Background: an optimization exercise with open tools, aiming at small area. Do not read the settings as production practice.
RTL that was checked went through simulation tests only; none was proved equivalent to the original.
The clock port is modelled as an ideal driver; clocking choices that lean on that would not hold on a real chip.
Power and IR drop assume default switching activity.

==> flow/design.v <==
`timescale 1ns / 1ps
module stopwatch(
	input clk,
	input btns,
	input btnr,
	input sw0,
	input sw1,
	output [7:0] rish,
	output [3:0] an
	);
reg [3:0] h_r;  
wire [3:0] h = h_r ^ 4'b1010;
reg clk_high;
wire h_term = ~h[0] & h[1] & ~h[2];
wire h_fb = ~(h[3] ^ h[2]);
reg [9:0] m_r;  
wire [9:0] m = m_r ^ 10'b1010101010;
reg clk_mid;
wire m_term = ~m[0] & ~m[1] & m[2] & ~m[3] & ~m[4] & m[5] & m[6] & ~m[7] & m[8] & ~m[9];
wire m_fb = ~(m[9] ^ m[6]);
reg [12:0] a_r;  
wire [12:0] a = a_r ^ 13'b0101010101010;
reg clk_1hz;
wire a_term = ~a[0] & ~a[1] & ~a[2] & ~a[3] & a[4] & ~a[7] & ~a[9] & a[10] & a[11] & ~a[12];
wire a_fb = ~(a[12] ^ a[5]);
reg [11:0] b_r;  
wire [11:0] b = b_r ^ 12'b101010101010;
reg clk_2hz;
wire b_term = ~b[0] & ~b[1] & ~b[2] & b[3] & ~b[4] & ~b[5] & b[6] & ~b[7] & b[9] & b[11];
wire b_fb = ~(b[11] ^ b[10]);
always @(posedge clk) begin
	if (btns) begin
		h_r <= 4'b1010; m_r <= 10'b1010101010; a_r <= 13'b0101010101010; b_r <= 12'b101010101010;
		clk_high <= 0; clk_mid <= 0; clk_1hz <= 0; clk_2hz <= 0;
	end else begin
		h_r <= (h_term ? 4'd0  : {h[2:0], h_fb}) ^ 4'b1010;
		m_r <= (m_term ? 10'd0 : {m[8:0], m_fb}) ^ 10'b1010101010;
		a_r <= (a_term ? 13'd0 : {a[11:0], a_fb}) ^ 13'b0101010101010;
		b_r <= (b_term ? 12'd0 : {b[10:0], b_fb}) ^ 12'b101010101010;
		clk_high <= clk_high ^ h_term;
		clk_mid  <= clk_mid ^ m_term;
		clk_1hz  <= clk_1hz ^ a_term;
		clk_2hz  <= clk_2hz ^ b_term;
	end
end
wire high_rise = h_term & ~clk_high;
reg count_clk;
wire clk_next = sw1 ? clk_2hz : clk_1hz;
always @(posedge clk)
	count_clk <= clk_next;
wire count_rise = clk_next & ~count_clk;
reg [16:0] d_r;  
wire [16:0] d = d_r ^ 17'b01010101010101010;
reg btn_db;
reg pause;
wire d_term = ~d[0] & ~d[1] & d[2] & d[4] & ~d[5] & ~d[6] & ~d[7] & d[9] & d[10] & d[11] & d[12] & d[15] & d[16];
wire d_fb = ~(d[16] ^ d[5]);
always @(posedge clk) begin
	if (btns || !btnr) begin
		d_r <= 17'b01010101010101010;
		btn_db <= 0;
	end else begin
		d_r <= {d[15:0], d_fb} ^ 17'b01010101010101010;
		if (d_term)
			btn_db <= 1;
	end
end
always @(posedge clk) begin
	if (btns)
		pause <= 0;
	else if (btnr && d_term && !btn_db)
		pause <= ~pause;
end
reg [2:0] m1;
reg [3:0] m0;
reg [2:0] s1;
reg [3:0] s0;
wire s0_9 = s0[3] & s0[0];
wire s1_5 = s1[2] & s1[0];
wire m0_9 = m0[3] & m0[0];
wire m1_5 = m1[2] & m1[0];
wire tick = count_rise & ~pause;
wire inc_s = tick & (~sw1 | sw0);
wire inc_m = tick & (sw1 ? ~sw0 : (s0_9 & s1_5));
always @(posedge clk) begin
	if (btns) begin
		m1 <= 0; m0 <= 0; s1 <= 0; s0 <= 0;
	end else begin
		if (inc_s) begin
			s0 <= s0_9 ? 4'd0 : s0 + 4'd1;
			if (s0_9)
				s1 <= s1_5 ? 3'd0 : s1 + 3'd1;
		end
		if (inc_m) begin
			m0 <= m0_9 ? 4'd0 : m0 + 4'd1;
			if (m0_9)
				m1 <= m1_5 ? 3'd0 : m1 + 3'd1;
		end
	end
end
reg [1:0] anode_state;  
reg [3:0] digit;        
reg blank;              
always @(posedge clk) begin
	if (btns) begin
		anode_state <= 0;
		digit <= 0;
		blank <= 1;
	end else if (high_rise) begin
		anode_state <= anode_state + 2'd1;
		case (anode_state)
			2'd0: digit <= {1'b0, m1};
			2'd1: digit <= m0;
			2'd2: digit <= {1'b0, s1};
			default: digit <= s0;
		endcase
		blank <= clk_mid & sw1 & (anode_state[1] ? sw0 : ~sw0);
	end
end
assign an[3] = blank | (anode_state != 2'd1);
assign an[2] = blank | (anode_state != 2'd2);
assign an[1] = blank | (anode_state != 2'd3);
assign an[0] = blank | (anode_state != 2'd0);
wire A = digit[3], B = digit[2], C = digit[1], D = digit[0];
assign rish[0] = ~(A | C | (B & D) | (~B & ~D));
assign rish[1] = ~(~B | (~C & ~D) | (C & D));
assign rish[2] = ~(B | ~C | D);
assign rish[3] = ~(A | (~B & ~D) | (~B & C) | (C & ~D) | (B & ~C & D));
assign rish[4] = ~((~B & ~D) | (C & ~D));
assign rish[5] = ~(A | (~C & ~D) | (B & ~C) | (B & ~D));
assign rish[6] = ~(A | (~B & C) | (B & ~C) | (C & ~D));
assign rish[7] = 1'b1;
endmodule
Settings: LEC_CHECK=0, ABC_AREA=1, CAP_MARGIN=20, CORE_MARGIN=2, CORE_UTILIZATION=40, SLEW_MARGIN=20; clock period 10.0 ns.
run.sh (not shown) runs the stock make flow with config.mk's settings and CLKGATE_MAP_FILE= SYNTH_SCRIPT=/design/flow/synth_recipe.tcl, a recipe that flattens the netlist after the stock synthesis.
==> next run, changes <==
--- a/flow/design.v
+++ b/flow/design.v
@@ -6,39 +6,35 @@
 	input sw0,
 	input sw1,
 	output [7:0] rish,
 	output [3:0] an
 	);
-reg [3:0] h_r;  
-wire [3:0] h = h_r ^ 4'b1010;
+reg [3:0] h;
 reg clk_high;
 wire h_term = ~h[0] & h[1] & ~h[2];
 wire h_fb = ~(h[3] ^ h[2]);
-reg [9:0] m_r;  
-wire [9:0] m = m_r ^ 10'b1010101010;
+reg [9:0] m;
 reg clk_mid;
 wire m_term = ~m[0] & ~m[1] & m[2] & ~m[3] & ~m[4] & m[5] & m[6] & ~m[7] & m[8] & ~m[9];
 wire m_fb = ~(m[9] ^ m[6]);
-reg [12:0] a_r;  
-wire [12:0] a = a_r ^ 13'b0101010101010;
+reg [12:0] a;
 reg clk_1hz;
 wire a_term = ~a[0] & ~a[1] & ~a[2] & ~a[3] & a[4] & ~a[7] & ~a[9] & a[10] & a[11] & ~a[12];
 wire a_fb = ~(a[12] ^ a[5]);
-reg [11:0] b_r;  
-wire [11:0] b = b_r ^ 12'b101010101010;
+reg [11:0] b;
 reg clk_2hz;
 wire b_term = ~b[0] & ~b[1] & ~b[2] & b[3] & ~b[4] & ~b[5] & b[6] & ~b[7] & b[9] & b[11];
 wire b_fb = ~(b[11] ^ b[10]);
 always @(posedge clk) begin
 	if (btns) begin
-		h_r <= 4'b1010; m_r <= 10'b1010101010; a_r <= 13'b0101010101010; b_r <= 12'b101010101010;
+		h <= 0; m <= 0; a <= 0; b <= 0;
 		clk_high <= 0; clk_mid <= 0; clk_1hz <= 0; clk_2hz <= 0;
 	end else begin
-		h_r <= (h_term ? 4'd0  : {h[2:0], h_fb}) ^ 4'b1010;
-		m_r <= (m_term ? 10'd0 : {m[8:0], m_fb}) ^ 10'b1010101010;
-		a_r <= (a_term ? 13'd0 : {a[11:0], a_fb}) ^ 13'b0101010101010;
-		b_r <= (b_term ? 12'd0 : {b[10:0], b_fb}) ^ 12'b101010101010;
+		h <= h_term ? 4'd0  : {h[2:0], h_fb};
+		m <= m_term ? 10'd0 : {m[8:0], m_fb};
+		a <= a_term ? 13'd0 : {a[11:0], a_fb};
+		b <= b_term ? 12'd0 : {b[10:0], b_fb};
 		clk_high <= clk_high ^ h_term;
 		clk_mid  <= clk_mid ^ m_term;
 		clk_1hz  <= clk_1hz ^ a_term;
 		clk_2hz  <= clk_2hz ^ b_term;
 	end
@@ -47,22 +43,21 @@
 reg count_clk;
 wire clk_next = sw1 ? clk_2hz : clk_1hz;
 always @(posedge clk)
 	count_clk <= clk_next;
 wire count_rise = clk_next & ~count_clk;
-reg [16:0] d_r;  
-wire [16:0] d = d_r ^ 17'b01010101010101010;
+reg [16:0] d;
 reg btn_db;
 reg pause;
 wire d_term = ~d[0] & ~d[1] & d[2] & d[4] & ~d[5] & ~d[6] & ~d[7] & d[9] & d[10] & d[11] & d[12] & d[15] & d[16];
 wire d_fb = ~(d[16] ^ d[5]);
 always @(posedge clk) begin
 	if (btns || !btnr) begin
-		d_r <= 17'b01010101010101010;
+		d <= 0;
 		btn_db <= 0;
 	end else begin
-		d_r <= {d[15:0], d_fb} ^ 17'b01010101010101010;
+		d <= {d[15:0], d_fb};
 		if (d_term)
 			btn_db <= 1;
 	end
 end
 always @(posedge clk) begin
Synthesized cell count rose by roughly a tenth. Via count rose by a few percent. Critical path depth is unchanged. Maximum frequency went up slightly. Combinational power is higher by a little under a tenth.
The RTL of the first run of this note was laid out without a check of its function.


v6:
Another version of the RTL of stopwatch (not shown whole).
Size in the first run: roughly 81 flip-flops.
==> module stopwatch, before the edit <==
module stopwatch(
	input clk,
	input btns,
	input btnr,
	input sw0,
	input sw1,
	output [7:0] rish,
	output [3:0] an
	);
localparam [3:0] L_H = 4'h5;
reg [3:0] h_r;
wire [3:0] h = h_r ^ L_H;
wire h_term = h[0] & h[1] & h[2];
wire h_fb = h[3] ^ h[0];
localparam [6:0] L_M = 7'h55;
reg [6:0] m_r;
wire [6:0] m = m_r ^ L_M;
wire m_wrap = m[0] & ~m[1] & ~m[2] & m[3] & ~m[6];
wire m_fb = ~(m[6] ^ m[5]);
wire m_term = h_term & m_wrap;
localparam [12:0] L_A = 13'haaa;
reg [12:0] a_r;
wire [12:0] a = a_r ^ L_A;
wire a_term = a[0] & a[2] & ~a[3] & a[4] & ~a[6] & a[7] & ~a[8] & ~a[9] & a[11] & a[12];
wire a_fb = ~(a[12] ^ a[5]);
localparam [11:0] L_B = 12'h555;
reg [11:0] b_r;
wire [11:0] b = b_r ^ L_B;
wire b_term = ~b[0] & b[1] & ~b[2] & b[3] & b[4] & ~b[5] & b[7] & ~b[8] & b[10] & ~b[11];
wire b_fb = b[11] ^ b[10];
localparam [3:0] P_T = 4'b0000;       
localparam [2:0] P_Q = 3'b100;       
localparam [2:0] P_M1 = 3'b000;
localparam [3:0] P_M0 = 4'b0011;
localparam [2:0] P_S1 = 3'b000;
localparam [3:0] P_S0 = 4'b0001;
localparam [1:0] P_A = 2'b00;       
localparam [3:0] P_D = 4'b0001;       
localparam P_B = 1'b0;             
reg [3:0] t_r;
wire clk_high = t_r[3] ^ P_T[3];
wire clk_mid  = t_r[2] ^ P_T[2];
wire clk_1hz  = t_r[1] ^ P_T[1];
wire clk_2hz  = t_r[0] ^ P_T[0];
always @(posedge clk) begin
	if (btns) begin
		h_r <= 0; m_r <= 0; a_r <= 0; b_r <= 0;
		t_r <= P_T;
	end else begin
		h_r <= h_term ? 4'd0  : {h[2:0], h_fb} ^ L_H;
		m_r <= m_wrap ? 7'd0  : {m[5:0], m_fb} ^ L_M;
		a_r <= a_term ? 13'd0 : {a[11:0], a_fb} ^ L_A;
		b_r <= b_term ? 12'd0 : {b[10:0], b_fb} ^ L_B;
		t_r <= {clk_high ^ h_term, clk_mid ^ m_term, clk_1hz ^ a_term, clk_2hz ^ b_term} ^ P_T;
	end
end
wire high_rise = h_term & ~clk_high;
reg count_clk_r;
wire count_clk = count_clk_r ^ P_Q[2];
wire clk_next = sw1 ? clk_2hz : clk_1hz;
always @(posedge clk)
	count_clk_r <= clk_next ^ P_Q[2];
wire count_rise = clk_next & ~count_clk;
localparam [16:0] L_D = 17'h15555;
reg [16:0] d_r;
wire [16:0] d = d_r ^ L_D;
reg btn_db_r, pause_r;
wire btn_db = btn_db_r ^ P_Q[1];
wire pause = pause_r ^ P_Q[0];
wire d_term = d[0] & d[1] & d[2] & d[3] & d[5] & d[7] & ~d[8] & d[9] & ~d[10] & ~d[11] & ~d[12] & d[14] & d[16];
wire d_fb = d[16] ^ d[10];
always @(posedge clk) begin
	if (btns || !btnr) begin
		d_r <= 0;
		btn_db_r <= P_Q[1];
	end else begin
		d_r <= {d[15:0], d_fb} ^ L_D;
		btn_db_r <= (btn_db | d_term) ^ P_Q[1];
	end
end
always @(posedge clk) begin
	if (btns)
		pause_r <= P_Q[0];
	else
		pause_r <= (pause ^ (btnr & d_term & ~btn_db)) ^ P_Q[0];
end
reg [2:0] m1_r;
reg [3:0] m0_r;
reg [2:0] s1_r;
reg [3:0] s0_r;
wire [2:0] m1 = m1_r ^ P_M1;
wire [3:0] m0 = m0_r ^ P_M0;
wire [2:0] s1 = s1_r ^ P_S1;
wire [3:0] s0 = s0_r ^ P_S0;
wire s0_9 = s0[3] & s0[0];
wire s1_5 = s1[2] & s1[0];
wire m0_9 = m0[3] & m0[0];
wire m1_5 = m1[2] & m1[0];
wire tick = count_rise & ~pause;
wire inc_s = tick & (~sw1 | sw0);
wire inc_m = tick & (sw1 ? ~sw0 : (s0_9 & s1_5));
wire inc_s1 = inc_s & s0_9;
wire inc_m1 = inc_m & m0_9;
always @(posedge clk) begin
	if (btns) begin
		m1_r <= P_M1; m0_r <= P_M0; s1_r <= P_S1; s0_r <= P_S0;
	end else begin
		s0_r <= {s0[3] ^ (inc_s & s0[0] & (s0[3] | (s0[2] & s0[1]))),
		         s0[2] ^ (inc_s & s0[0] & s0[1]),
		         s0[1] ^ (inc_s & s0[0] & ~s0[3]),
		         s0[0] ^ inc_s} ^ P_S0;
		s1_r <= {s1[2] ^ (inc_s1 & s1[0] & (s1[2] | s1[1])),
		         s1[1] ^ (inc_s1 & s1[0] & ~s1[2]),
		         s1[0] ^ inc_s1} ^ P_S1;
		m0_r <= {m0[3] ^ (inc_m & m0[0] & (m0[3] | (m0[2] & m0[1]))),
		         m0[2] ^ (inc_m & m0[0] & m0[1]),
		         m0[1] ^ (inc_m & m0[0] & ~m0[3]),
		         m0[0] ^ inc_m} ^ P_M0;
		m1_r <= {m1[2] ^ (inc_m1 & m1[0] & (m1[2] | m1[1])),
		         m1[1] ^ (inc_m1 & m1[0] & ~m1[2]),
		         m1[0] ^ inc_m1} ^ P_M1;
	end
end
reg [1:0] anode_state_r;  
reg [3:0] digit_r;        
reg blank_r;              
wire [1:0] anode_state = anode_state_r ^ P_A;
wire [3:0] digit = digit_r ^ P_D;
wire blank = blank_r ^ P_B;
reg [3:0] next_digit;
always @(*)
	case (anode_state)
		2'd0: next_digit = {1'b0, m1};
		2'd1: next_digit = m0;
		2'd2: next_digit = {1'b0, s1};
		default: next_digit = s0;
	endcase
always @(posedge clk) begin
	if (btns) begin
		anode_state_r <= P_A;
		digit_r <= P_D;
		blank_r <= ~P_B;
	end else if (high_rise) begin
		anode_state_r <= {anode_state[1] ^ anode_state[0], ~anode_state[0]} ^ P_A;
		digit_r <= next_digit ^ P_D;
		blank_r <= (clk_mid & sw1 & (anode_state[1] ? sw0 : ~sw0)) ^ P_B;
	end
end
assign an[3] = blank | (anode_state != 2'd1);
assign an[2] = blank | (anode_state != 2'd2);
assign an[1] = blank | (anode_state != 2'd3);
assign an[0] = blank | (anode_state != 2'd0);
wire A = digit[3], B = digit[2], C = digit[1], D = digit[0];
assign rish[0] = ~(A | C | (B & D) | (~B & ~D));
assign rish[1] = ~(~B | (~C & ~D) | (C & D));
assign rish[2] = ~(B | ~C | D);
assign rish[3] = ~(A | (~B & ~D) | (~B & C) | (C & ~D) | (B & ~C & D));
assign rish[4] = ~((~B & ~D) | (C & ~D));
assign rish[5] = ~(A | (~C & ~D) | (B & ~C) | (B & ~D));
assign rish[6] = ~(A | (~B & C) | (B & ~C) | (C & ~D));
assign rish[7] = 1'b1;
endmodule
Settings: LEC_CHECK=0, ABC_AREA=1, CAP_MARGIN=20, CORE_MARGIN=2, CORE_UTILIZATION=80, GPL_TIMING_DRIVEN=0, SLEW_MARGIN=20; clock period 10.0 ns.
standard.sh (not shown) runs the stock make flow with config.mk's settings and CLKGATE_MAP_FILE= SYNTH_SCRIPT=/design/flow/synth_recipe.tcl, a recipe that flattens the netlist after the stock synthesis.
==> flow/flow/run.sh <==
#!/bin/bash
# ORFS layout through the standard.sh, with these changes:
#  - synthesis maps logic with an area-only ABC script (flow/abc_area.script), so the
#    ORFS scripts are used from a private copy that holds that script, and it leaves
#    half adders to ABC (no ADDER_MAP_FILE) instead of mapping them to ha cells first,
#    and it puts no buffer between the constant cell and the output it drives;
#  - ports are buffered with sky130_fd_sc_hd__buf_1;
set -euo pipefail
here=$(pwd)
rm -rf "$here/scripts"
cp -r "$FLOW_HOME/scripts" "$here/scripts"
cp "$here/flow/abc_area.script" "$here/scripts/abc_area.script"
export SCRIPTS_DIR="$here/scripts"
export ADDER_MAP_FILE=
export SYNTH_INSBUF=0
export BUFFER_PORTS_ARGS="-buffer_cell sky130_fd_sc_hd__buf_1"
export CTS_ARGS="-sink_clustering_enable -repair_clock_nets -dont_use_dummy_load -buf_list sky130_fd_sc_hd__clkbuf_4"
export POST_CTS_TCL="$here/flow/post_cts.tcl"
bash standard.sh > flow.log 2>&1
Other scripts of this flow, unchanged in this note and not shown: flow/flow/abc_area.script, flow/flow/post_cts.tcl
v6: PASS, flow complete, no timing, DRC or antenna violations
## Diff of input files: v7 against v6
-- flow/design.v --
<<< v6, line 33
localparam [2:0] P_Q = 3'b100;       
localparam [2:0] P_M1 = 3'b000;
localparam [3:0] P_M0 = 4'b0011;
localparam [2:0] P_S1 = 3'b000;
localparam [3:0] P_S0 = 4'b0001;
>>> v7, line 33
localparam [2:0] P_Q = 3'b100;       
localparam [2:0] P_M1 = 3'b000;
localparam [3:0] P_M0 = 4'b0010;
localparam [2:0] P_S1 = 3'b000;
localparam [3:0] P_S0 = 4'b0001;
==> comparison <==
The source of the critical timing path comes out digit_r[2] in one run and anode_state_r[1] in the other, namely in v6 and v7 respectively. v7 finished end to end and its layout was clean on timing, DRC and antenna. The run showing the smaller reg2reg setup slack is v7. Critical path depth down 1 in v7 wrt v6. v6 → v7: die span in y shows no meaningful change; actual slew at the worst max-slew pin shows a reduction of 0.093 ns; first-pass GRT wire length shows an increase of 6.5%.

## re-timing with driven ports
The flow's constraints put no driver on any port. The routed layouts listed below were extracted and timed again, unchanged, in two steps.
Step 1 assumes that a clkbuf_16 drives the clock port and a buf_2 every other input.
Step 2 also shifts input and output timing later by t, the mid clock arrival at the registers, as if the neighbouring blocks saw the same clock.
Slacks: ideal ports / drivers / drivers and shift; pairs: ideal ports / drivers.
run	t (ns)	setup WS [ns]	worst register clock-pin slew, ns
the first run of note 1	0.379	6.083 / 6.055 / 6.034	0.09 / 0.09
the second run of note 1	0.381	6.138 / 6.106 / 5.801	0.09 / 0.09
v6	0.493	6.288 / 6.266 / 5.804	0.11 / 0.11
v7	0.502	6.173 / 6.150 / 5.773	0.12 / 0.12
After both steps setup and hold are still met in every run listed. For v6, which loses most, drivers alone change the setup slack by -0.022 ns; drivers and shift together by -0.484 ns.
